Background: an optimization exercise with open tools, aiming at a short achievable clock period and few clock cycles per item. Do not read the settings as production practice. Only simulation tests tie the RTL to the original design; equivalence was not proved. Power and IR drop assume default switching activity.

### config.mk
export PLATFORM = sky130hd
export DESIGN_NAME = pd5
export DESIGN_NICKNAME = pd5
export VERILOG_FILES = /design/flow/design.v
export SDC_FILE = /design/flow/constraint.sdc
export NUM_CORES = 4
export LEC_CHECK = 0
export CAP_MARGIN = 20
export CORE_MARGIN = 2
export CORE_UTILIZATION = 40
export SLEW_MARGIN = 20
### constraint.sdc
create_clock -name core_clock -period 10.0 [get_ports {clk}]
set_input_delay 2.0000 -clock core_clock [delete_from_list [all_inputs] [get_ports {clk}]]
set_output_delay 2.0000 -clock core_clock [all_outputs]
set_load 0.01 [all_outputs]
### run.sh
#!/bin/bash
# synth_recipe.tcl (not shown) runs the flow's synth.tcl, then flattens the netlist and writes it again
# the make line also repeats each setting of config.mk as NAME=value (left out here)
make -C /OpenROAD-flow-scripts/flow DESIGN_CONFIG=/design/flow/config.mk WORK_HOME=/design/flow/orfs CLKGATE_MAP_FILE= SYNTH_SCRIPT=/design/flow/synth_recipe.tcl finish
### design.v
parameter logic [31:0] ZERO = 32'd0;
parameter logic [6:0] OPCODE_RTYPE  = 7'b0110011;
parameter logic [6:0] OPCODE_ITYPE  = 7'b0010011;
parameter logic [6:0] OPCODE_LOAD   = 7'b0000011;
parameter logic [6:0] OPCODE_STORE  = 7'b0100011;
parameter logic [6:0] OPCODE_BRANCH = 7'b1100011;
parameter logic [6:0] OPCODE_JALR   = 7'b1100111;
parameter logic [6:0] OPCODE_JAL    = 7'b1101111;
parameter logic [6:0] OPCODE_LUI    = 7'b0110111;
parameter logic [6:0] OPCODE_AUIPC  = 7'b0010111;
parameter logic [2:0] FUNCT3_ADD_SUB = 3'b000;
parameter logic [2:0] FUNCT3_SLL     = 3'b001;
parameter logic [2:0] FUNCT3_SLT     = 3'b010;
parameter logic [2:0] FUNCT3_SLTU    = 3'b011;
parameter logic [2:0] FUNCT3_XOR     = 3'b100;
parameter logic [2:0] FUNCT3_OR      = 3'b110;
parameter logic [2:0] FUNCT3_AND     = 3'b111;
parameter logic [2:0] FUNCT3_SRL_SRA = 3'b101;
parameter logic [2:0] FUNCT3_BEQ    = 3'b000;   
parameter logic [2:0] FUNCT3_BNE    = 3'b001;  
parameter logic [2:0] FUNCT3_BLT    = 3'b100;  
parameter logic [2:0] FUNCT3_BGE    = 3'b101;  
parameter logic [2:0] FUNCT3_BLTU   = 3'b110;  
parameter logic [2:0] FUNCT3_BGEU   = 3'b111;  
parameter logic [2:0] FUNCT3_LB    = 3'b000;
parameter logic [2:0] FUNCT3_LH    = 3'b001;
parameter logic [2:0] FUNCT3_LW    = 3'b010;
parameter logic [2:0] FUNCT3_LBU   = 3'b100;
parameter logic [2:0] FUNCT3_LHU   = 3'b101;
parameter logic [2:0] FUNCT3_SB    = 3'b000;
parameter logic [2:0] FUNCT3_SH    = 3'b001;
parameter logic [2:0] FUNCT3_SW    = 3'b010;
parameter logic [6:0] FUNCT7_ADD  = 7'b0000000;
parameter logic [6:0] FUNCT7_SUB  = 7'b0100000;
parameter logic [6:0] FUNCT7_SRL  = 7'b0000000;
parameter logic [6:0] FUNCT7_SRA  = 7'b0100000;
parameter logic [6:0] FUNCT7_SLL  = 7'b0000000;
parameter logic [6:0] FUNCT7_SLT  = 7'b0000000;
parameter logic [6:0] FUNCT7_SLTU = 7'b0000000;
parameter logic [6:0] FUNCT7_XOR  = 7'b0000000;
parameter logic [6:0] FUNCT7_OR   = 7'b0000000;
parameter logic [6:0] FUNCT7_AND  = 7'b0000000;
parameter logic [3:0] ALU_ADD  = 4'b0000;
parameter logic [3:0] ALU_SUB  = 4'b0001;
parameter logic [3:0] ALU_AND  = 4'b0010;
parameter logic [3:0] ALU_OR   = 4'b0011;
parameter logic [3:0] ALU_XOR  = 4'b0100;
parameter logic [3:0] ALU_SLL  = 4'b0101;
parameter logic [3:0] ALU_SRL  = 4'b0110;
parameter logic [3:0] ALU_SRA  = 4'b0111;
parameter logic [3:0] ALU_SLT  = 4'b1000;
parameter logic [3:0] ALU_SLTU = 4'b1001;
parameter logic [3:0] ALU_LUI  = 4'b1010;
parameter logic [3:0] ALU_AUIPC= 4'b1011;
 module branch_control #(
    parameter int DWIDTH=32
)(
    input logic [6:0] opcode_i,
    input logic [2:0] funct3_i,
    input logic [DWIDTH-1:0] rs1_i,
    input logic [DWIDTH-1:0] rs2_i,
    output logic breq_o,
    output logic brlt_o
);
    always_comb begin
        breq_o = 1'b0;
        brlt_o = 1'b0;
        if (opcode_i == OPCODE_BRANCH) begin
            breq_o = (rs1_i == rs2_i) ? 1'b1 : 1'b0;
            case (funct3_i)
                FUNCT3_BLT, FUNCT3_BGE: begin
                    brlt_o = ($signed(rs1_i) < $signed(rs2_i)) ? 1'b1 : 1'b0;
                end
                FUNCT3_BLTU, FUNCT3_BGEU: begin
                    brlt_o = (rs1_i < rs2_i) ? 1'b1 : 1'b0;
                end
                default: begin
                    brlt_o = 1'b0;
                end
            endcase
        end
    end
endmodule
module control #(
	parameter int DWIDTH=32
)(
    input logic [DWIDTH-1:0] insn_i,
    input logic [6:0] opcode_i,
    input logic [6:0] funct7_i,
    input logic [2:0] funct3_i,
    output logic pcsel_o,
    output logic immsel_o,
    output logic regwren_o,
    output logic rs1sel_o,
    output logic rs2sel_o,
    output logic memren_o,
    output logic memwren_o,
    output logic [1:0] wbsel_o,
    output logic [3:0] alusel_o
);
    always_comb begin
        pcsel_o = 1'b0;       
        immsel_o = 1'b0;      
        regwren_o = 1'b0;     
        rs1sel_o = 1'b0;      
        rs2sel_o = 1'b0;      
        memren_o = 1'b0;      
        memwren_o = 1'b0;     
        wbsel_o = 2'b00;      
        alusel_o = ALU_ADD;   
        case (opcode_i)
            OPCODE_RTYPE: begin
                regwren_o = 1'b1;     
                rs1sel_o = 1'b0;      
                rs2sel_o = 1'b0;      
                immsel_o = 1'b0;      
                wbsel_o = 2'b00;      
                case (funct3_i)
                    FUNCT3_ADD_SUB: begin
                        if (funct7_i == FUNCT7_SUB) begin
                            alusel_o = ALU_SUB;   
                        end else begin
                            alusel_o = ALU_ADD;   
                        end
                    end
                    FUNCT3_AND: alusel_o = ALU_AND;     
                    FUNCT3_OR: alusel_o = ALU_OR;       
                    FUNCT3_XOR: alusel_o = ALU_XOR;     
                    FUNCT3_SLL: alusel_o = ALU_SLL;     
                    FUNCT3_SRL_SRA: begin
                        if (funct7_i == FUNCT7_SRA) begin
                            alusel_o = ALU_SRA;   
                        end else begin
                            alusel_o = ALU_SRL;   
                        end
                    end
                    FUNCT3_SLT: alusel_o = ALU_SLT;     
                    FUNCT3_SLTU: alusel_o = ALU_SLTU;   
                    default: alusel_o = ALU_ADD;        
                endcase
            end
            OPCODE_ITYPE: begin
                regwren_o = 1'b1;     
                rs1sel_o = 1'b0;      
                rs2sel_o = 1'b1;      
                immsel_o = 1'b1;      
                wbsel_o = 2'b00;      
                case (funct3_i)
                    FUNCT3_ADD_SUB: alusel_o = ALU_ADD;   
                    FUNCT3_AND: alusel_o = ALU_AND;       
                    FUNCT3_OR: alusel_o = ALU_OR;         
                    FUNCT3_XOR: alusel_o = ALU_XOR;       
                    FUNCT3_SLL: alusel_o = ALU_SLL;       
                    FUNCT3_SRL_SRA: begin
                        if (funct7_i == FUNCT7_SRA) begin
                            alusel_o = ALU_SRA;   
                        end else begin
                            alusel_o = ALU_SRL;   
                        end
                    end
                    FUNCT3_SLT: alusel_o = ALU_SLT;       
                    FUNCT3_SLTU: alusel_o = ALU_SLTU;     
                    default: alusel_o = ALU_ADD;          
                endcase
            end
            OPCODE_LOAD: begin
                regwren_o = 1'b1;     
                rs1sel_o = 1'b0;      
                rs2sel_o = 1'b1;      
                immsel_o = 1'b1;      
                memren_o = 1'b1;      
                wbsel_o = 2'b01;      
                alusel_o = ALU_ADD;   
            end
            OPCODE_STORE: begin
                regwren_o = 1'b0;     
                rs1sel_o = 1'b0;      
                rs2sel_o = 1'b1;      
                immsel_o = 1'b1;      
                memwren_o = 1'b1;     
                wbsel_o = 2'b00;      
                alusel_o = ALU_ADD;   
            end
            OPCODE_BRANCH: begin
                regwren_o = 1'b0;     
                rs1sel_o = 1'b0;      
                rs2sel_o = 1'b0;      
                immsel_o = 1'b1;      
                pcsel_o = 1'b0;       
                wbsel_o = 2'b00;      
                alusel_o = ALU_SUB;   
            end
            OPCODE_JAL: begin
                regwren_o = 1'b1;     
                rs1sel_o = 1'b1;      
                rs2sel_o = 1'b1;      
                immsel_o = 1'b1;      
                pcsel_o = 1'b1;       
                wbsel_o = 2'b10;      
                alusel_o = ALU_ADD;   
            end
            OPCODE_JALR: begin
                regwren_o = 1'b1;     
                rs1sel_o = 1'b0;      
                rs2sel_o = 1'b1;      
                immsel_o = 1'b1;      
                pcsel_o = 1'b1;       
                wbsel_o = 2'b10;      
                alusel_o = ALU_ADD;   
            end
            OPCODE_LUI: begin
                regwren_o = 1'b1;     
                rs1sel_o = 1'b1;      
                rs2sel_o = 1'b1;      
                immsel_o = 1'b1;      
                wbsel_o = 2'b00;      
                alusel_o = ALU_LUI;   
            end
            OPCODE_AUIPC: begin
                regwren_o = 1'b1;     
                rs1sel_o = 1'b1;      
                rs2sel_o = 1'b1;      
                immsel_o = 1'b1;      
                wbsel_o = 2'b00;      
                alusel_o = ALU_AUIPC;  
            end
            default: begin
                pcsel_o = 1'b0;       
                immsel_o = 1'b0;      
                regwren_o = 1'b0;     
                rs1sel_o = 1'b0;      
                rs2sel_o = 1'b0;     
                memren_o = 1'b0;      
                memwren_o = 1'b0;    
                wbsel_o = 2'b00;      
                alusel_o = ALU_ADD;   
            end
        endcase
    end
endmodule
module decode #(
    parameter int DWIDTH=32,
    parameter int AWIDTH=32
)(
    input logic clk,
    input logic rst,
    input logic [DWIDTH - 1:0] insn_i,
    input logic [AWIDTH - 1:0] pc_i,
    output logic [AWIDTH-1:0] pc_o,
    output logic [DWIDTH-1:0] insn_o,
    output logic [6:0] opcode_o,
    output logic [4:0] rd_o,
    output logic [4:0] rs1_o,
    output logic [4:0] rs2_o,
    output logic [6:0] funct7_o,
    output logic [2:0] funct3_o,
    output logic [4:0] shamt_o,   
    output logic [DWIDTH-1:0] imm_o
);	
    logic [DWIDTH-1:0] imm_internal;
    logic [6:0] opcode_internal;
    igen #( .DWIDTH(DWIDTH) ) imm_gen (
        .opcode_i(insn_i[6:0]),
        .insn_i(insn_i),
        .imm_o(imm_internal)
    );
    assign opcode_internal = insn_i[6:0];
    always_comb begin
        pc_o = pc_i;
        insn_o = insn_i;
        opcode_o = opcode_internal;
        rd_o = insn_i[11:7];
        rs1_o = insn_i[19:15];
        rs2_o = insn_i[24:20];
        funct7_o = insn_i[31:25];
        funct3_o = insn_i[14:12];
        shamt_o = insn_i[24:20];  
        imm_o = imm_internal;
        case (opcode_internal)
            OPCODE_RTYPE: begin
                rd_o = insn_i[11:7];      
                funct3_o = insn_i[14:12];  
                rs1_o = insn_i[19:15];     
                rs2_o = insn_i[24:20];     
                funct7_o = insn_i[31:25];  
            end
            OPCODE_ITYPE, OPCODE_LOAD, OPCODE_JALR: begin
                rd_o = insn_i[11:7];      
                funct3_o = insn_i[14:12];  
                rs1_o = insn_i[19:15];     
                if (opcode_internal == OPCODE_ITYPE && 
                   (funct3_o == FUNCT3_SLL || funct3_o == FUNCT3_SRL_SRA)) begin
                    funct7_o = insn_i[31:25];  
                    shamt_o = insn_i[24:20];   
                end
            end
            OPCODE_STORE: begin
                funct3_o = insn_i[14:12];  
                rs1_o = insn_i[19:15];     
                rs2_o = insn_i[24:20];     
            end
            OPCODE_BRANCH: begin
                funct3_o = insn_i[14:12];  
                rs1_o = insn_i[19:15];     
                rs2_o = insn_i[24:20];     
            end
            OPCODE_LUI, OPCODE_AUIPC: begin
                rd_o = insn_i[11:7];       
            end
            OPCODE_JAL: begin
                rd_o = insn_i[11:7];       
            end
            default: begin
                rd_o = insn_i[11:7];       
                funct3_o = insn_i[14:12];  
                rs1_o = insn_i[19:15];     
                rs2_o = insn_i[24:20];     
                funct7_o = insn_i[31:25];  
                shamt_o = insn_i[24:20];   
            end
        endcase
    end
endmodule
module alu #(
    parameter int DWIDTH=32,
    parameter int AWIDTH=32
)(
    input logic [AWIDTH-1:0] pc_i,
    input logic [DWIDTH-1:0] rs1_i,
    input logic [DWIDTH-1:0] rs2_i,
    input logic [DWIDTH-1:0] imm_i,
    input logic [6:0] opcode_i,
    input logic [2:0] funct3_i,
    input logic [6:0] funct7_i,
    output logic [DWIDTH-1:0] res_o,
    output logic brtaken_o
);
    logic breq_o;
    logic brlt_o;
    branch_control br_ctrl (
        .opcode_i (opcode_i),
        .funct3_i (funct3_i),
        .rs1_i   (rs1_i),
        .rs2_i   (rs2_i),
        .breq_o   (breq_o),
        .brlt_o   (brlt_o)
    );
    always_comb begin
        res_o = ZERO;
        brtaken_o = 1'b0;
        case (opcode_i)
            OPCODE_RTYPE: begin  
                case (funct3_i)
                    FUNCT3_ADD_SUB: begin  
                        if (funct7_i == FUNCT7_SUB)
                            res_o = rs1_i - rs2_i;  
                        else
                            res_o = rs1_i + rs2_i;  
                    end
                    FUNCT3_SLL: res_o = rs1_i << rs2_i[4:0];  
                    FUNCT3_SLT: res_o = ($signed(rs1_i) < $signed(rs2_i)) ? 32'd1 : ZERO;  
                    FUNCT3_SLTU: res_o = (rs1_i < rs2_i) ? 32'd1 : ZERO;  
                    FUNCT3_XOR: res_o = rs1_i ^ rs2_i;  
                    FUNCT3_SRL_SRA: begin  
                        if (funct7_i == FUNCT7_SRA)
                            res_o = $signed(rs1_i) >>> rs2_i[4:0];  
                        else
                            res_o = rs1_i >> rs2_i[4:0];  
                    end
                    FUNCT3_OR: res_o = rs1_i | rs2_i;  
                    FUNCT3_AND: res_o = rs1_i & rs2_i;  
                    default: res_o = ZERO;
                endcase
            end
            OPCODE_ITYPE: begin  
                case (funct3_i)
                    FUNCT3_ADD_SUB: res_o = rs1_i + imm_i;  
                    FUNCT3_SLL: res_o = rs1_i << imm_i[4:0];  
                    FUNCT3_SLT: res_o = ($signed(rs1_i) < $signed(imm_i)) ? 32'd1 : ZERO;  
                    FUNCT3_SLTU: res_o = (rs1_i < imm_i) ? 32'd1 : ZERO;  
                    FUNCT3_XOR: res_o = rs1_i ^ imm_i;  
                    FUNCT3_SRL_SRA: begin  
                        if (imm_i[10] == 1'b1)  
                            res_o = $signed(rs1_i) >>> imm_i[4:0];  
                        else
                            res_o = rs1_i >> imm_i[4:0];  
                    end
                    FUNCT3_OR: res_o = rs1_i | imm_i;  
                    FUNCT3_AND: res_o = rs1_i & imm_i;  
                    default: res_o = ZERO;
                endcase
            end
            OPCODE_LOAD: begin  
                case (funct3_i)
                    FUNCT3_LB, FUNCT3_LBU, FUNCT3_LH, FUNCT3_LHU, FUNCT3_LW: begin
                        res_o = rs1_i + imm_i;  
                    end
                    default: res_o = ZERO;
                endcase
            end
            OPCODE_STORE: begin  
                case (funct3_i)
                    FUNCT3_SB, FUNCT3_SH, FUNCT3_SW: begin
                        res_o = rs1_i + imm_i;  
                    end
                    default: res_o = ZERO;
                endcase
            end
            OPCODE_BRANCH: begin  
                res_o = pc_i + imm_i;  
                case (funct3_i)
                    FUNCT3_BEQ: brtaken_o = breq_o;  
                    FUNCT3_BNE: brtaken_o = ~breq_o;  
                    FUNCT3_BLT: brtaken_o = brlt_o;  
                    FUNCT3_BGE: brtaken_o = ~brlt_o | breq_o;  
                    FUNCT3_BLTU: brtaken_o = brlt_o;  
                    FUNCT3_BGEU: brtaken_o = ~brlt_o | breq_o;  
                    default: brtaken_o = 1'b0;
                endcase
            end
            OPCODE_JAL: begin  
                res_o = pc_i + imm_i;  
            end
            OPCODE_JALR: begin  
                res_o = rs1_i + imm_i;  
            end
            OPCODE_LUI: begin  
                res_o = imm_i;  
            end
            OPCODE_AUIPC: begin  
                res_o = pc_i + imm_i;  
            end
            default: begin  
                res_o = ZERO;
                brtaken_o = 1'b0;
            end
        endcase
    end
endmodule
module fetch #(
    parameter int DWIDTH=32,
    parameter int AWIDTH=32,
    parameter int BASEADDR=32'h01000000
)(
    input logic clk,
    input logic rst,
    input logic pcsel_i,                     
    input logic [AWIDTH-1:0] pctarget_i,    
    output logic [AWIDTH-1:0] pc_o,
    output logic [DWIDTH-1:0] insn_o
);
    logic [AWIDTH - 1:0] pc;
    always_ff @(posedge clk) begin 
        if (rst) begin
            pc <= BASEADDR;
        end else begin
            if (pcsel_i)
                pc <= pctarget_i;   
            else
                pc <= pc + 32'd4;   
        end
    end
    assign pc_o = pc;
endmodule
module hazard_unit (
    input  logic [4:0] d_rs1,
    input  logic [4:0] d_rs2,
    input  logic [4:0] e_rs1,
    input  logic [4:0] e_rs2,
    input  logic [4:0] e_rd,
    input  logic       e_memren,
    input  logic [4:0] m_rd,
    input  logic       m_regwren,
    input  logic [4:0] w_rd,
    input  logic       w_regwren,
    input  logic       e_br_taken,
    input  logic [6:0] e_opcode,
    output logic       stall_if,
    output logic       ifid_wren,
    output logic       ifid_flush,
    output logic       idex_flush,
    output logic [1:0] rs1_sel,
    output logic [1:0] rs2_sel,
    output logic       wm_fwd_sel
);
    logic load_use_hazard;
    assign load_use_hazard =
        e_memren &&
        (e_rd != 5'd0) &&
        ((e_rd == d_rs1) || (e_rd == d_rs2));
    logic wd_hazard;
    assign wd_hazard =
        w_regwren &&
        (w_rd != 5'd0) &&
        ((w_rd == d_rs1) || (w_rd == d_rs2));
    logic stall_hazard;
    assign stall_hazard = load_use_hazard | wd_hazard;
    logic is_jump;
    assign is_jump =
        (e_opcode == 7'b1101111) ||    
        (e_opcode == 7'b1100111);      
    logic control_flow_change;
    assign control_flow_change = e_br_taken | is_jump;
    assign stall_if   = stall_hazard & ~control_flow_change;
    assign ifid_wren  = ~stall_if;
    assign ifid_flush = control_flow_change;
    assign idex_flush = control_flow_change | stall_hazard;
    always_comb begin
        rs1_sel = 2'b00;
        rs2_sel = 2'b00;
        if (m_regwren && (m_rd != 0) && (m_rd == e_rs1))
            rs1_sel = 2'b01;
        else if (w_regwren && (w_rd != 0) && (w_rd == e_rs1))
            rs1_sel = 2'b10;
        if (m_regwren && (m_rd != 0) && (m_rd == e_rs2))
            rs2_sel = 2'b01;
        else if (w_regwren && (w_rd != 0) && (w_rd == e_rs2))
            rs2_sel = 2'b10;
    end
    assign wm_fwd_sel = 1'b0;
endmodule
module igen #(
    parameter int DWIDTH=32
)(
    input logic [6:0] opcode_i,
    input logic [DWIDTH-1:0] insn_i,
    output logic [31:0] imm_o
);
    always_comb begin
        case (opcode_i)
            OPCODE_ITYPE, OPCODE_LOAD, OPCODE_JALR: begin
                imm_o = {{20{insn_i[31]}}, insn_i[31:20]};
            end
            OPCODE_STORE: begin
                imm_o = {{20{insn_i[31]}}, insn_i[31:25], insn_i[11:7]};
            end
            OPCODE_BRANCH: begin
                imm_o = {{19{insn_i[31]}}, insn_i[31], insn_i[7], insn_i[30:25], insn_i[11:8], 1'b0};
            end
            OPCODE_LUI, OPCODE_AUIPC: begin
                imm_o = {insn_i[31:12], 12'b0};
            end
            OPCODE_JAL: begin
                imm_o = {{11{insn_i[31]}}, insn_i[31], insn_i[19:12], insn_i[20], insn_i[30:21], 1'b0};
            end
            default: begin
                imm_o = 32'd0;  
            end
        endcase
    end
endmodule
module pipeline_registers #(
    parameter int AWIDTH = 32,
    parameter int DWIDTH = 32
)(
    input  logic clk,
    input  logic reset,
    input  logic               ifid_wren,           
    input  logic               ifid_flush,          
    input  logic [AWIDTH-1:0]  f_pc,                
    input  logic [DWIDTH-1:0]  f_insn,              
    output logic [AWIDTH-1:0]  d_pc,                
    output logic [DWIDTH-1:0]  d_insn,              
    input  logic               idex_wren,           
    input  logic               idex_flush,          
    input  logic [AWIDTH-1:0]  d_pc_i,              
    input  logic [DWIDTH-1:0]  d_rs1data,           
    input  logic [DWIDTH-1:0]  d_rs2data,           
    input  logic [DWIDTH-1:0]  d_imm,               
    input  logic [4:0]         d_rs1,               
    input  logic [4:0]         d_rs2,               
    input  logic [4:0]         d_rd,                
    input  logic [2:0]         d_funct3,            
    input  logic [6:0]         d_funct7,            
    input  logic [6:0]         d_opcode,            
    input  logic               d_regwren,           
    input  logic               d_memren,            
    input  logic               d_memwren,           
    input  logic [1:0]         d_wbsel,             
    input  logic [3:0]         d_alusel,            
    input  logic               d_pcsel,             
    output logic [AWIDTH-1:0]  e_pc,                
    output logic [DWIDTH-1:0]  e_rs1data,           
    output logic [DWIDTH-1:0]  e_rs2data,           
    output logic [DWIDTH-1:0]  e_imm,               
    output logic [4:0]         e_rs1,               
    output logic [4:0]         e_rs2,               
    output logic [4:0]         e_rd,                
    output logic [2:0]         e_funct3,            
    output logic [6:0]         e_funct7,            
    output logic [6:0]         e_opcode,            
    output logic               e_regwren,           
    output logic               e_memren,            
    output logic               e_memwren,           
    output logic [1:0]         e_wbsel,             
    output logic [3:0]         e_alusel,            
    output logic               e_pcsel,             
    input  logic               exmem_wren,          
    input  logic [AWIDTH-1:0]  e_pc_i,              
    input  logic [DWIDTH-1:0]  e_alu_res,           
    input  logic [DWIDTH-1:0]  e_rs2data_i,         
    input  logic [4:0]         e_rs2_i,             
    input  logic [4:0]         e_rd_i,              
    input  logic [2:0]         e_funct3_i,          
    input  logic               e_regwren_i,         
    input  logic               e_memren_i,          
    input  logic               e_memwren_i,         
    input  logic [1:0]         e_wbsel_i,           
    input  logic               e_br_taken,          
    output logic [AWIDTH-1:0]  m_pc,                
    output logic [DWIDTH-1:0]  m_alu_res,           
    output logic [DWIDTH-1:0]  m_rs2data,           
    output logic [4:0]         m_rs2,               
    output logic [4:0]         m_rd,                
    output logic [2:0]         m_funct3,            
    output logic               m_regwren,           
    output logic               m_memren,            
    output logic               m_memwren,           
    output logic [1:0]         m_wbsel,             
    output logic               m_br_taken,          
    input  logic               memwb_wren,          
    input  logic [AWIDTH-1:0]  m_pc_i,              
    input  logic [DWIDTH-1:0]  m_alu_res_i,         
    input  logic [DWIDTH-1:0]  m_mem_data,          
    input  logic [4:0]         m_rd_i,              
    input  logic               m_regwren_i,         
    input  logic [1:0]         m_wbsel_i,           
    input  logic               m_br_taken_i,        
    output logic [AWIDTH-1:0]  w_pc,                
    output logic [DWIDTH-1:0]  w_alu_res,           
    output logic [DWIDTH-1:0]  w_mem_data,          
    output logic [4:0]         w_rd,                
    output logic               w_regwren,           
    output logic [1:0]         w_wbsel,             
    output logic               w_br_taken           
);
    logic [AWIDTH-1:0] ifid_pc_reg;                 
    logic [DWIDTH-1:0] ifid_insn_reg;               
    always_ff @(posedge clk) begin
        if (reset) begin
            ifid_pc_reg   <= '0;
            ifid_insn_reg <= 32'h00000000;
        end else if (ifid_flush) begin
            ifid_pc_reg   <= d_pc_i;
            ifid_insn_reg <= 32'h00000013;   
        end else if (ifid_wren) begin
            ifid_pc_reg   <= f_pc;
            ifid_insn_reg <= f_insn;
        end
    end
    assign d_pc   = ifid_pc_reg;
    assign d_insn = ifid_insn_reg;
    logic [AWIDTH-1:0] idex_pc_reg;                 
    logic [DWIDTH-1:0] idex_rs1data_reg;            
    logic [DWIDTH-1:0] idex_rs2data_reg;            
    logic [DWIDTH-1:0] idex_imm_reg;                
    logic [4:0]        idex_rs1_reg;                
    logic [4:0]        idex_rs2_reg;                
    logic [4:0]        idex_rd_reg;                 
    logic [2:0]        idex_funct3_reg;             
    logic [6:0]        idex_funct7_reg;             
    logic [6:0]        idex_opcode_reg;             
    logic              idex_regwren_reg;            
    logic              idex_memren_reg;             
    logic              idex_memwren_reg;            
    logic [1:0]        idex_wbsel_reg;              
    logic [3:0]        idex_alusel_reg;             
    logic              idex_pcsel_reg;              
    always_ff @(posedge clk) begin
        if (reset) begin
            idex_pc_reg       <= '0;
            idex_rs1data_reg  <= '0;
            idex_rs2data_reg  <= '0;
            idex_imm_reg      <= '0;
            idex_rs1_reg      <= '0;
            idex_rs2_reg      <= '0;
            idex_rd_reg       <= '0;
            idex_funct3_reg   <= '0;
            idex_funct7_reg   <= '0;
            idex_opcode_reg   <= '0;
            idex_regwren_reg  <= 1'b0;
            idex_memren_reg   <= 1'b0;
            idex_memwren_reg  <= 1'b0;
            idex_wbsel_reg    <= 2'b00;
            idex_alusel_reg   <= 4'b0000;
            idex_pcsel_reg    <= 1'b0;
        end else if (idex_flush) begin
            idex_pc_reg       <= d_pc_i;
            idex_rs1data_reg  <= '0;
            idex_rs2data_reg  <= '0;
            idex_imm_reg      <= '0;
            idex_rs1_reg      <= '0;
            idex_rs2_reg      <= '0;
            idex_rd_reg       <= '0;
            idex_funct3_reg   <= '0;
            idex_funct7_reg   <= '0;
            idex_opcode_reg   <= '0;
            idex_regwren_reg  <= d_regwren;
            idex_memren_reg   <= 1'b0;
            idex_memwren_reg  <= 1'b0;
            idex_wbsel_reg    <= 2'b00;
            idex_alusel_reg   <= 4'b0000;
            idex_pcsel_reg    <= 1'b0;
        end else if (idex_wren) begin
            idex_pc_reg       <= d_pc_i;
            idex_rs1data_reg  <= d_rs1data;
            idex_rs2data_reg  <= d_rs2data;
            idex_imm_reg      <= d_imm;
            idex_rs1_reg      <= d_rs1;
            idex_rs2_reg      <= d_rs2;
            idex_rd_reg       <= d_rd;
            idex_funct3_reg   <= d_funct3;
            idex_funct7_reg   <= d_funct7;
            idex_opcode_reg   <= d_opcode;
            idex_regwren_reg  <= d_regwren;
            idex_memren_reg   <= d_memren;
            idex_memwren_reg  <= d_memwren;
            idex_wbsel_reg    <= d_wbsel;
            idex_alusel_reg   <= d_alusel;
            idex_pcsel_reg    <= d_pcsel;
        end
    end
    assign e_pc       = idex_pc_reg;
    assign e_rs1data  = idex_rs1data_reg;
    assign e_rs2data  = idex_rs2data_reg;
    assign e_imm      = idex_imm_reg;
    assign e_rs1      = idex_rs1_reg;
    assign e_rs2      = idex_rs2_reg;
    assign e_rd       = idex_rd_reg;
    assign e_funct3   = idex_funct3_reg;
    assign e_funct7   = idex_funct7_reg;
    assign e_opcode   = idex_opcode_reg;
    assign e_regwren  = idex_regwren_reg;
    assign e_memren   = idex_memren_reg;
    assign e_memwren  = idex_memwren_reg;
    assign e_wbsel    = idex_wbsel_reg;
    assign e_alusel   = idex_alusel_reg;
    assign e_pcsel    = idex_pcsel_reg;
    logic [AWIDTH-1:0] exmem_pc_reg;                
    logic [DWIDTH-1:0] exmem_alu_res_reg;           
    logic [DWIDTH-1:0] exmem_rs2data_reg;           
    logic [4:0]        exmem_rs2_reg;               
    logic [4:0]        exmem_rd_reg;                
    logic [2:0]        exmem_funct3_reg;            
    logic              exmem_regwren_reg;           
    logic              exmem_memren_reg;            
    logic              exmem_memwren_reg;           
    logic [1:0]        exmem_wbsel_reg;             
    logic              exmem_br_taken_reg;          
    always_ff @(posedge clk) begin
        if (reset) begin
            exmem_pc_reg       <= '0;
            exmem_alu_res_reg  <= '0;
            exmem_rs2data_reg  <= '0;
            exmem_rs2_reg      <= '0;
            exmem_rd_reg       <= '0;
            exmem_funct3_reg   <= '0;
            exmem_regwren_reg  <= 1'b0;
            exmem_memren_reg   <= 1'b0;
            exmem_memwren_reg  <= 1'b0;
            exmem_wbsel_reg    <= 2'b00;
            exmem_br_taken_reg <= 1'b0;
        end else if (exmem_wren) begin
            exmem_pc_reg       <= e_pc_i;
            exmem_alu_res_reg  <= e_alu_res;
            exmem_rs2data_reg  <= e_rs2data_i;
            exmem_rs2_reg      <= e_rs2_i;
            exmem_rd_reg       <= e_rd_i;
            exmem_funct3_reg   <= e_funct3_i;
            exmem_regwren_reg  <= e_regwren_i;
            exmem_memren_reg   <= e_memren_i;
            exmem_memwren_reg  <= e_memwren_i;
            exmem_wbsel_reg    <= e_wbsel_i;
            exmem_br_taken_reg <= e_br_taken;
        end
    end
    assign m_pc       = exmem_pc_reg;
    assign m_alu_res  = exmem_alu_res_reg;
    assign m_rs2data  = exmem_rs2data_reg;
    assign m_rs2      = exmem_rs2_reg;
    assign m_rd       = exmem_rd_reg;
    assign m_funct3   = exmem_funct3_reg;
    assign m_regwren  = exmem_regwren_reg;
    assign m_memren   = exmem_memren_reg;
    assign m_memwren  = exmem_memwren_reg;
    assign m_wbsel    = exmem_wbsel_reg;
    assign m_br_taken = exmem_br_taken_reg;
    logic [AWIDTH-1:0] memwb_pc_reg;                
    logic [DWIDTH-1:0] memwb_alu_res_reg;           
    logic [DWIDTH-1:0] memwb_mem_data_reg;          
    logic [4:0]        memwb_rd_reg;                
    logic              memwb_regwren_reg;           
    logic [1:0]        memwb_wbsel_reg;             
    logic              memwb_br_taken_reg;          
    always_ff @(posedge clk) begin
        if (reset) begin
            memwb_pc_reg       <= '0;
            memwb_alu_res_reg  <= '0;
            memwb_mem_data_reg <= '0;
            memwb_rd_reg       <= '0;
            memwb_regwren_reg  <= 1'b0;
            memwb_wbsel_reg    <= 2'b00;
            memwb_br_taken_reg <= 1'b0;
        end else if (memwb_wren) begin
            memwb_pc_reg       <= m_pc_i;
            memwb_alu_res_reg  <= m_alu_res_i;
            memwb_mem_data_reg <= m_mem_data;
            memwb_rd_reg       <= m_rd_i;
            memwb_regwren_reg  <= m_regwren_i;
            memwb_wbsel_reg    <= m_wbsel_i;
            memwb_br_taken_reg <= m_br_taken_i;
        end
    end
    assign w_pc       = memwb_pc_reg;
    assign w_alu_res  = memwb_alu_res_reg;
    assign w_mem_data = memwb_mem_data_reg;
    assign w_rd       = memwb_rd_reg;
    assign w_regwren  = memwb_regwren_reg;
    assign w_wbsel    = memwb_wbsel_reg;
    assign w_br_taken = memwb_br_taken_reg;
endmodule
 module register_file #(
     parameter int DWIDTH=32
 )(
     input logic clk,
     input logic rst,
     input logic [4:0] rs1_i,
     input logic [4:0] rs2_i,
     input logic [4:0] rd_i,
     input logic [DWIDTH-1:0] datawb_i,   
     input logic regwren_i,  
     output logic [DWIDTH-1:0] rs1data_o,
     output logic [DWIDTH-1:0] rs2data_o
 );
    localparam logic [DWIDTH-1:0] stack_pointer = 32'h0110_0000;
    logic [DWIDTH-1:0] registers [31:0];
    assign rs1data_o = (rs1_i != 0) ? registers[rs1_i] : '0;
    assign rs2data_o = (rs2_i != 0) ? registers[rs2_i] : '0;
    always_ff @(posedge clk) begin
        if (rst) begin
            for (int i = 0; i < 32; i++) begin
                registers[i] <= '0;
            end
            registers[2] <= stack_pointer;  
        end else begin
            if (regwren_i && rd_i != 5'd0) begin
                registers[rd_i] <= datawb_i;
            end
            registers[0] <= '0;
        end
    end
endmodule
 module writeback #(
     parameter int DWIDTH=32,
     parameter int AWIDTH=32
 )(
     input logic [AWIDTH-1:0] pc_i,
     input logic [DWIDTH-1:0] alu_res_i,
     input logic [DWIDTH-1:0] memory_data_i,
     input logic [1:0] wbsel_i,
     input logic brtaken_i,
     output logic [DWIDTH-1:0] writeback_data_o,
     output logic [AWIDTH-1:0] next_pc_o
 );
    always_comb begin
        case (wbsel_i)
            2'b00: begin
                writeback_data_o = alu_res_i;           
            end
            2'b01: begin
                writeback_data_o = memory_data_i;      
            end
            2'b10: begin
                writeback_data_o = pc_i + 4;           
            end
            default: begin
                writeback_data_o = '0;                
            end
        endcase
    end
    always_comb begin
        if (brtaken_i || wbsel_i == 2'b10) begin
            next_pc_o = alu_res_i;   
        end else begin
            next_pc_o = pc_i + 4;    
        end
    end
endmodule
module pd5 #(
    parameter int AWIDTH = 32,
    parameter int DWIDTH = 32)(
    input  logic              clk,
    input  logic              reset,
    output logic [AWIDTH-1:0] imem_addr,
    input  logic [DWIDTH-1:0] imem_rdata,
    output logic [AWIDTH-1:0] dmem_addr,
    output logic [DWIDTH-1:0] dmem_wdata,
    output logic [2:0]        dmem_funct3,
    output logic              dmem_re,
    output logic              dmem_we,
    input  logic [DWIDTH-1:0] dmem_rdata
);
  logic [AWIDTH-1:0] probe_f_pc;
  logic [DWIDTH-1:0] probe_f_insn;
  logic [AWIDTH-1:0] probe_d_pc;
  logic [6:0]        probe_d_opcode;
  logic [4:0]        probe_d_rd;
  logic [2:0]        probe_d_funct3;
  logic [4:0]        probe_d_rs1;
  logic [4:0]        probe_d_rs2;
  logic [6:0]        probe_d_funct7;
  logic [DWIDTH-1:0] probe_d_imm;
  logic [4:0]        probe_d_shamt;
  logic              probe_r_write_enable;
  logic [4:0]        probe_r_write_destination;
  logic [DWIDTH-1:0] probe_r_write_data;
  logic [4:0]        probe_r_read_rs1;
  logic [4:0]        probe_r_read_rs2;
  logic [DWIDTH-1:0] probe_r_read_rs1_data;
  logic [DWIDTH-1:0] probe_r_read_rs2_data;
  logic [AWIDTH-1:0] probe_e_pc;
  logic [DWIDTH-1:0] probe_e_alu_res;
  logic              probe_e_br_taken;
  logic [AWIDTH-1:0] probe_m_pc;
  logic [DWIDTH-1:0] probe_m_address;
  logic [1:0]        probe_m_size_encoded;
  logic [DWIDTH-1:0] probe_m_data;
  logic [AWIDTH-1:0] probe_w_pc;
  logic              probe_w_enable;
  logic [4:0]        probe_w_destination;
  logic [DWIDTH-1:0] probe_w_data;
  logic [DWIDTH-1:0] d_insn;
  logic [AWIDTH-1:0] next_pc;
  logic [DWIDTH-1:0] data_out;
  logic pcsel, immsel, regwren, rs1sel, rs2sel, memren, memwren;
  logic [1:0] wbsel;
  logic [3:0] alusel;
  logic [DWIDTH-1:0] dmem_data_o;
  logic [DWIDTH-1:0] rf_rs1data_raw;
  logic [DWIDTH-1:0] rf_rs2data_raw;
  logic [AWIDTH-1:0] ifid_pc;
  logic [DWIDTH-1:0] ifid_insn;
  logic [AWIDTH-1:0] e_pc;
  logic [DWIDTH-1:0] e_rs1data;
  logic [DWIDTH-1:0] e_rs2data;
  logic [DWIDTH-1:0] e_imm;
  logic [4:0]        e_rs1;
  logic [4:0]        e_rs2;
  logic [4:0]        e_rd;
  logic [2:0]        e_funct3;
  logic [6:0]        e_funct7;
  logic [6:0]        e_opcode;
  logic              e_regwren;
  logic              e_memren;
  logic              e_memwren;
  logic [1:0]        e_wbsel;
  logic [3:0]        e_alusel;
  logic              e_pcsel;
  logic [AWIDTH-1:0] m_pc;
  logic [DWIDTH-1:0] m_alu_res;
  logic [DWIDTH-1:0] m_rs2data;
  logic [4:0]        m_rd;
  logic [2:0]        m_funct3;
  logic              m_regwren;
  logic              m_memren;
  logic              m_memwren;
  logic [1:0]        m_wbsel;
  logic              m_br_taken;
  logic [4:0]        m_rs2;       
  logic [AWIDTH-1:0] w_pc;
  logic [DWIDTH-1:0] w_alu_res;
  logic [DWIDTH-1:0] w_mem_data;
  logic [4:0]        w_rd;
  logic              w_regwren;
  logic [1:0]        w_wbsel;
  logic              w_br_taken;
  logic       stall_if;     
  logic       ifid_wren;    
  logic       ifid_flush;   
  logic       idex_flush;   
  logic [1:0] rs1_sel;      
  logic [1:0] rs2_sel;      
  logic [DWIDTH-1:0] e_rs1_val;
  logic [DWIDTH-1:0] e_rs2_val;
  logic [DWIDTH-1:0] e_alu_res;
  logic              e_br_taken;
  logic              fetch_pcsel;
  logic [AWIDTH-1:0] fetch_pctarget;
  assign fetch_pcsel   = stall_if ? 1'b1 : (e_pcsel || e_br_taken);
  assign fetch_pctarget = stall_if ? probe_f_pc : next_pc;
  fetch #(
      .AWIDTH(AWIDTH),
      .DWIDTH(DWIDTH),
      .BASEADDR(32'h01000000)
  ) fetch_stage (
      .clk(clk),
      .rst(reset),
      .pcsel_i(fetch_pcsel),
      .pctarget_i(fetch_pctarget),
      .pc_o(probe_f_pc),
      .insn_o()   
  );
  assign imem_addr    = probe_f_pc;
  assign probe_f_insn = imem_rdata;
  pipeline_registers #(
      .AWIDTH(AWIDTH),
      .DWIDTH(DWIDTH)
  ) pipe_regs (
      .clk(clk),
      .reset(reset),
      .ifid_wren (ifid_wren),
      .ifid_flush(ifid_flush),
      .f_pc      (probe_f_pc),
      .f_insn    (probe_f_insn),
      .d_pc      (ifid_pc),
      .d_insn    (ifid_insn),
      .idex_wren (1'b1),         
      .idex_flush(idex_flush),
      .d_pc_i    (probe_d_pc),
      .d_rs1data (rf_rs1data_raw),
      .d_rs2data (rf_rs2data_raw),
      .d_imm     (probe_d_imm),
      .d_rs1     (probe_d_rs1),
      .d_rs2     (probe_d_rs2),
      .d_rd      (probe_d_rd),
      .d_funct3  (probe_d_funct3),
      .d_funct7  (probe_d_funct7),
      .d_opcode  (probe_d_opcode),
      .d_regwren (regwren),
      .d_memren  (memren),
      .d_memwren (memwren),
      .d_wbsel   (wbsel),
      .d_alusel  (alusel),
      .d_pcsel   (pcsel),
      .e_pc      (e_pc),
      .e_rs1data (e_rs1data),
      .e_rs2data (e_rs2data),
      .e_imm     (e_imm),
      .e_rs1     (e_rs1),
      .e_rs2     (e_rs2),
      .e_rd      (e_rd),
      .e_funct3  (e_funct3),
      .e_funct7  (e_funct7),
      .e_opcode  (e_opcode),
      .e_regwren (e_regwren),
      .e_memren  (e_memren),
      .e_memwren (e_memwren),
      .e_wbsel   (e_wbsel),
      .e_alusel  (e_alusel),
      .e_pcsel   (e_pcsel),
      .exmem_wren (1'b1),
      .e_pc_i     (e_pc),
      .e_alu_res  (e_alu_res),
      .e_rs2data_i(e_rs2_val),
      .e_rs2_i    (e_rs2),       
      .e_rd_i     (e_rd),
      .e_funct3_i (e_funct3),
      .e_regwren_i(e_regwren),
      .e_memren_i (e_memren),
      .e_memwren_i(e_memwren),
      .e_wbsel_i  (e_wbsel),
      .e_br_taken (e_br_taken),
      .m_pc       (m_pc),
      .m_alu_res  (m_alu_res),
      .m_rs2data  (m_rs2data),
      .m_rs2      (m_rs2),
      .m_rd       (m_rd),
      .m_funct3   (m_funct3),
      .m_regwren  (m_regwren),
      .m_memren   (m_memren),
      .m_memwren  (m_memwren),
      .m_wbsel    (m_wbsel),
      .m_br_taken (m_br_taken),
      .memwb_wren (1'b1),
      .m_pc_i      (m_pc),
      .m_alu_res_i (m_alu_res),
      .m_mem_data  (dmem_data_o),
      .m_rd_i      (m_rd),
      .m_regwren_i (m_regwren),
      .m_wbsel_i   (m_wbsel),
      .m_br_taken_i(m_br_taken),
      .w_pc       (w_pc),
      .w_alu_res  (w_alu_res),
      .w_mem_data (w_mem_data),
      .w_rd       (w_rd),
      .w_regwren  (w_regwren),
      .w_wbsel    (w_wbsel),
      .w_br_taken (w_br_taken)
  );
  decode #(
      .AWIDTH(AWIDTH),
      .DWIDTH(DWIDTH)
  ) decode_stage (
      .clk   (clk),
      .rst   (reset),
      .insn_i(ifid_insn),
      .pc_i  (ifid_pc),
      .pc_o     (probe_d_pc),
      .insn_o   (d_insn),
      .opcode_o (probe_d_opcode),
      .rd_o     (probe_d_rd),
      .rs1_o    (probe_d_rs1),
      .rs2_o    (probe_d_rs2),
      .funct7_o (probe_d_funct7),
      .funct3_o (probe_d_funct3),
      .shamt_o  (probe_d_shamt),
      .imm_o    (probe_d_imm)
  );
  control #(
      .DWIDTH(DWIDTH)
  ) control_unit (
      .insn_i   (d_insn),
      .opcode_i (probe_d_opcode),
      .funct7_i (probe_d_funct7),
      .funct3_i (probe_d_funct3),
      .pcsel_o  (pcsel),
      .immsel_o (immsel),
      .regwren_o(regwren),
      .rs1sel_o (rs1sel),
      .rs2sel_o (rs2sel),
      .memren_o (memren),
      .memwren_o(memwren),
      .wbsel_o  (wbsel),
      .alusel_o (alusel)
  );
  assign probe_r_read_rs1 = probe_d_rs1;
  assign probe_r_read_rs2 = probe_d_rs2;
  assign probe_r_write_enable      = w_regwren;
  assign probe_r_write_destination = w_rd;
  register_file #(
      .DWIDTH(DWIDTH)
  ) reg_file (
      .clk       (clk),
      .rst       (reset),
      .rs1_i     (probe_r_read_rs1),
      .rs2_i     (probe_r_read_rs2),
      .rd_i      (probe_r_write_destination),
      .datawb_i  (probe_w_data),
      .regwren_i (probe_r_write_enable),
      .rs1data_o (rf_rs1data_raw),
      .rs2data_o (rf_rs2data_raw)
  );
  assign probe_r_read_rs1_data = rf_rs1data_raw;
  assign probe_r_read_rs2_data = rf_rs2data_raw;
  hazard_unit hazards (
      .d_rs1     (probe_d_rs1),
      .d_rs2     (probe_d_rs2),
      .e_rs1     (e_rs1),
      .e_rs2     (e_rs2),
      .e_rd      (e_rd),
      .e_memren  (e_memren),
      .e_opcode  (e_opcode),
      .m_rd      (m_rd),
      .m_regwren (m_regwren),
      .w_rd      (w_rd),
      .w_regwren (w_regwren),
      .e_br_taken(e_br_taken),
      .stall_if  (stall_if),
      .ifid_wren (ifid_wren),
      .ifid_flush(ifid_flush),
      .idex_flush(idex_flush),
      .rs1_sel   (rs1_sel),
      .rs2_sel   (rs2_sel),
      .wm_fwd_sel()
  );
  assign probe_e_pc = e_pc;
  always_comb begin
      e_rs1_val = e_rs1data;
      e_rs2_val = e_rs2data;
      case (rs1_sel)
          2'b01: e_rs1_val = m_alu_res;     
          2'b10: e_rs1_val = probe_w_data;  
          default: e_rs1_val = e_rs1data;   
      endcase
      case (rs2_sel)
          2'b01: e_rs2_val = m_alu_res;     
          2'b10: e_rs2_val = probe_w_data;  
          default: e_rs2_val = e_rs2data;   
      endcase
  end
  alu #(
      .DWIDTH(DWIDTH),
      .AWIDTH(AWIDTH)
  ) alu_stage (
      .pc_i    (e_pc),
      .rs1_i   (e_rs1_val),
      .rs2_i   (e_rs2_val),
      .imm_i   (e_imm),
      .opcode_i(e_opcode),
      .funct3_i(e_funct3),
      .funct7_i(e_funct7),
      .res_o   (e_alu_res),
      .brtaken_o(e_br_taken)
  );
  assign probe_e_alu_res  = e_alu_res;
  assign probe_e_br_taken = e_br_taken;
  writeback #(
      .DWIDTH(DWIDTH),
      .AWIDTH(AWIDTH)
  ) writeback_pc (
      .pc_i          (probe_e_pc),
      .alu_res_i     (e_alu_res),
      .memory_data_i (dmem_data_o),   
      .wbsel_i       (e_wbsel),
      .brtaken_i     (e_br_taken),
      .writeback_data_o(),            
      .next_pc_o     (next_pc)
  );
  logic              wm_fwd_sel;
  logic [DWIDTH-1:0] m_store_data;
  assign wm_fwd_sel = m_memwren && w_regwren &&
                      (w_rd != 5'd0) &&
                      (w_rd == m_rs2);
  assign m_store_data = wm_fwd_sel ? probe_w_data : m_rs2data;
  assign dmem_addr   = m_alu_res;
  assign dmem_wdata  = m_store_data;   
  assign dmem_funct3 = m_funct3;
  assign dmem_re     = m_memren;
  assign dmem_we     = m_memwren;
  assign dmem_data_o = dmem_rdata;
  assign probe_m_pc           = m_pc;
  assign probe_m_address      = m_alu_res;
  assign probe_m_size_encoded = m_funct3[1:0];
  assign probe_m_data         = m_store_data;
  writeback #(
      .DWIDTH(DWIDTH),
      .AWIDTH(AWIDTH)
  ) writeback_stage (
      .pc_i          (w_pc),
      .alu_res_i     (w_alu_res),
      .memory_data_i (w_mem_data),
      .wbsel_i       (w_wbsel),
      .brtaken_i     (w_br_taken),
      .writeback_data_o(probe_w_data),
      .next_pc_o     ()   
  );
  assign probe_w_pc          = w_pc;
  assign probe_w_enable      = w_regwren;
  assign probe_w_destination = w_rd;
endmodule
==> impl_metrics.env <==
export IMPL_status="finished clean"
export IMPL_synth_edf_count=992
export IMPL_timing_setup_tns_ns=0
export IMPL_switching_share=0.294
export IMPL_synthTopCellsByCount="nor2_1, edfxtp_1, mux4_2"
export IMPL_intPower_w=0.0114
export IMPL_period_share=0.861
export IMPL_setup_viol=0
export IMPL_ys_seq_area_frac=0.445
export IMPL_worstSetupStartpointType="flip-flop"
export IMPL_cp_arrival_ns=9.26
export IMPL_finalNonFillerCells=11400
export IMPL_grt_overflow_total=0
export IMPL_synth_area_um2=89900
export IMPL_synth_cells=8257
export IMPL_wl_per_cell_um=41.0
export IMPL_grt_pass1_wl_um=629000
export IMPL_grt_pass1_vias=73000
export IMPL_cts_resized=0
export IMPL_cpPeakStageDelay_ns=0.86
export IMPL_power_frac_comb=0.170
export IMPL_synth_fa_ha_area_frac=0.0348
export IMPL_routed_wl_um=467000
export IMPL_skew_ns=0.0612
export IMPL_rows=174
export IMPL_crit_type="reg -> reg"
export IMPL_drv_slew=0
export IMPL_cts_htree_levels=4
export IMPL_drive_above_1_share=0.184
export IMPL_firstDrtPassIters=8
export IMPL_num_fill_cells=20900
export IMPL_relSlewSlack=0.0969
export IMPL_cts_root_buf="clkbuf_16"
export IMPL_postCtsSetupRepairBufs=0
export IMPL_critical_path_required_ns=10.65
export IMPL_p_seq_frac=0.431
export IMPL_vdd_drop_max_uv=145
export IMPL_gp_congestion=1.10
export IMPL_synth_distinct_cells=124
export IMPL_holdBufCountCts=0
export IMPL_cp_common_cell="buf_4"
export IMPL_final_seq_area_um2=40100
export IMPL_synthArstFlopShare=0
export IMPL_ys_top_cells_by_area="edfxtp_1, mux4_2, dfxtp_1"
export IMPL_multi_input_area_um2=47200
export IMPL_finalHoldViolCount=0
export IMPL_antenna_found_initial=42
export IMPL_busiest_layer="met2"
export IMPL_leakage_nw=35.1
export IMPL_largest_register="reg_file.registers"
export IMPL_start_util=0.401
export IMPL_yosys_area_share_xor_xnor=0.0178
export IMPL_cts_sinks=1503
export IMPL_synth_simple_gate_area_frac=0.139
export IMPL_drc=0
export IMPL_drv_cap=0
export IMPL_path_cells="nor3_2 -> a211oi_2 -> and2_2 -> buf_4 -> a211oi_1 -> a21oi_1 -> ha_1 -> nand3_1 -> a2111oi_0 -> buf_4 -> o21ai_0 -> a31oi_1 -> o221ai_1 -> o311ai_0 -> xnor2_1 -> a21oi_1 -> buf_4 -> nor2_1 -> nor2_1"
export IMPL_synth_top_family_by_area="multiplexers"
export IMPL_cts_reportedPaths_clkPinSlew_ns=0.06
export IMPL_tightest_slew_ns=1.34
export IMPL_met3_usage=0.0899
export IMPL_io_buffers=166
export IMPL_fin_nets=8516
export IMPL_power_density_nw_per_um2=159
export IMPL_grt_usage=0.399
export IMPL_grt_use_met1=0.501
export IMPL_ant_nets=0
export IMPL_drtIter0Drc=12400
export IMPL_fp_dieH_um=478
export IMPL_hpwl_um=323000
export IMPL_fmax_mhz=116
export IMPL_clk_latency_ns=0.85
export IMPL_viasPerCell=6.79
export IMPL_whs_ns=0.427
export IMPL_die_w_um=478
export IMPL_io_pins=167
export IMPL_yosysTopAreaCell="edfxtp_1"
export IMPL_ys_warn_count=11
export IMPL_core_area_um2=224000
export IMPL_cts_buffer_depth=3
export IMPL_endpoint_kind="flip-flop"
export IMPL_synth_ff_type="edfxtp_1"
export IMPL_avgSynthCellArea_um2=10.9
export IMPL_p_clk_frac=0.398
export IMPL_use_met2=0.597
export IMPL_grt_start_max_net_pins=119
export IMPL_cts_tree="built"
export IMPL_rsz0062_at_grt="false"
export IMPL_largest_reg_flops=1024
export IMPL_vias=77200
export IMPL_period_minus_slack_ns=8.61
export IMPL_power_switching_w=0.00475
export IMPL_synth_seq_cells=1503
export IMPL_hold_path_class="reg -> reg"
export IMPL_dp_cells=11000
export IMPL_die_area_um2=229000
export IMPL_synth_top_area_share=0.331
export IMPL_synth_compound_area_frac=0.132
export IMPL_path_max_fanout=33
export IMPL_muxShareOfSynthArea=0.191
export IMPL_cts_made_buffers=167
export IMPL_yosysMostFrequentCell="nor2_1"
export IMPL_cp_slowest_cell="a21oi_1"
export IMPL_syn_to_final_growth_pct=13.0
-- cell usage in the layout (no fill, tap or decap), types with 25 or more instances in the layout --
| cell type | count |
|---|---|
| a211oi_1 | 109 |
| a21o_1 | 96 |
| a21oi_1 | 428 |
| a221oi_1 | 40 |
| a22oi_1 | 39 |
| a31oi_1 | 83 |
| and2_1 | 55 |
| and3_1 | 54 |
| buf_4 | 301 |
| clkbuf_1 | 40 |
| clkbuf_16 | 171 |
| clkdlybuf4s50_1 | 165 |
| clkinv_1 | 25 |
| conb_1 | 32 |
| dfxtp_1 | 493 |
| diode_2 | 32 |
| edfxtp_1 | 992 |
| ha_1 | 244 |
| inv_1 | 163 |
| mux2i_1 | 175 |
| mux4_2 | 673 |
| nand2_1 | 341 |
| nand2_2 | 35 |
| nand2b_1 | 36 |
| nand2b_4 | 31 |
| nand3_1 | 120 |
| nand4_1 | 50 |
| nor2_1 | 1576 |
| nor2b_1 | 196 |
| nor3_1 | 118 |
| o211ai_1 | 60 |
| o21a_1 | 26 |
| o21ai_0 | 340 |
| o21bai_1 | 27 |
| o221ai_1 | 34 |
| o22a_1 | 38 |
| o22ai_1 | 46 |
| o31ai_1 | 29 |
| xnor2_1 | 120 |
| xor2_1 | 63 |
-- path summary, 6_finish.rpt --
path,from,endpoint,slack [ns],cells after the start
max,pipe_regs.memwb_rd_reg[2],pipe_regs.exmem_alu_res_reg[27],1.39,19
min,pipe_regs.idex_regwren_reg,pipe_regs.exmem_regwren_reg,0.43,1
max reg2reg,pipe_regs.memwb_rd_reg[2],pipe_regs.exmem_alu_res_reg[27],1.39,19
min reg2reg,pipe_regs.idex_regwren_reg,pipe_regs.exmem_regwren_reg,0.43,1
-- per-stage QoR --
stage | setup WS, ns | utilization | cell area [um2] | total power (W)
6_report | 1.39 | 0.453 | 102000 | 0.0161
5_1_grt | 1.08 | 0.453 | 102000 | 0.0165
4_1_cts | 1.52 | 0.452 | 101000 | 0.0161
3_5_place_dp | 1.51 | 0.427 | 95700 | 0.00971
3_3_place_gp | 1.64 | 0.427 | 95700 | 0.00970
2_1_floorplan | 3.94 | - | 90000 | 0.00852
-- power groups by stage --
| stage | clock, W | combinational, W | sequential [W] |
|---|---|---|---|
| finish | 0.00643 | 0.00275 | 0.00696 |
| global route | 0.00671 | 0.00279 | 0.00697 |
| CTS | 0.00647 | 0.00263 | 0.00695 |
| detailed placement | 0 | 0.00263 | 0.00708 |
| global placement | 0 | 0.00264 | 0.00707 |
| floorplan | 0 | 0.00153 | 0.00700 |
-- cell type report --
type,count,share of cell area
Antenna cell,32,0.000788
Clock buffer,226,0.0456
Clock inverter,87,0.0106
Inverter,188,0.00698
Multi-Input combinational cell,5863,0.464
Sequential cell,1503,0.394
Tap cell,2992,0.0368
Timing Repair Buffer,479,0.0406
-- worst max-delay path, delay by kind of cell, from the launching register on --
family,cells,cell delay (ns)
compound gates,9,4.08
xor+xnor,1,0.36
fa+ha+maj,1,0.44
flops,1,0.76
buf+inv,3,0.89
simple gates,5,1.81
-- kinds of logic (layout without fill, tap and decap cells) --
family                   after synthesis  after routing
multiplexers                         874            874
XOR/XNOR                             183            183
AO/OA/AOI/OAI                       1737           1737
other                                  1             64
buffers and inverters                922            980
adder cells (fa/ha/maj)              248            248
AND/OR/NAND/NOR                     2789           2789
flip-flops                          1503           1503
-- per-layer routing --
metal / part of all wire / vias up
li1: - / 30900
met2: 0.44 / 5745
met3: 0.11 / 1467
met4: 0.096 / 14
met5: 0.00021 / -
met1: 0.36 / 39100
Testbench counts, summed over its fixed seeds: cycles 36,005, instrs 26,936.

## re-timing with driven ports
In the flow no input, the clock included, has a driving cell. The finished layout below was timed again as built, in two steps. Step 1, drivers: a clkbuf_16 drives clk and a buf_2 each remaining input, both assumed. Step 2, shift: input delay + t, output delay - t, t = (earliest + latest rising clock arrival at the registers) / 2. This alone moves slack from input paths to output paths. a / b / c = ideal ports / drivers / drivers and shift; a / b = the first two.
t (ns): 0.914
setup slack, ns: 1.391 / 1.391 / 1.391
worst setup path at the end: register to register
worst slew at a driven data input, ns: 0.07
After both steps setup and hold are still met in this run. For this run, drivers alone change the setup slack by 0.000 ns; drivers and shift together by 0.000 ns.
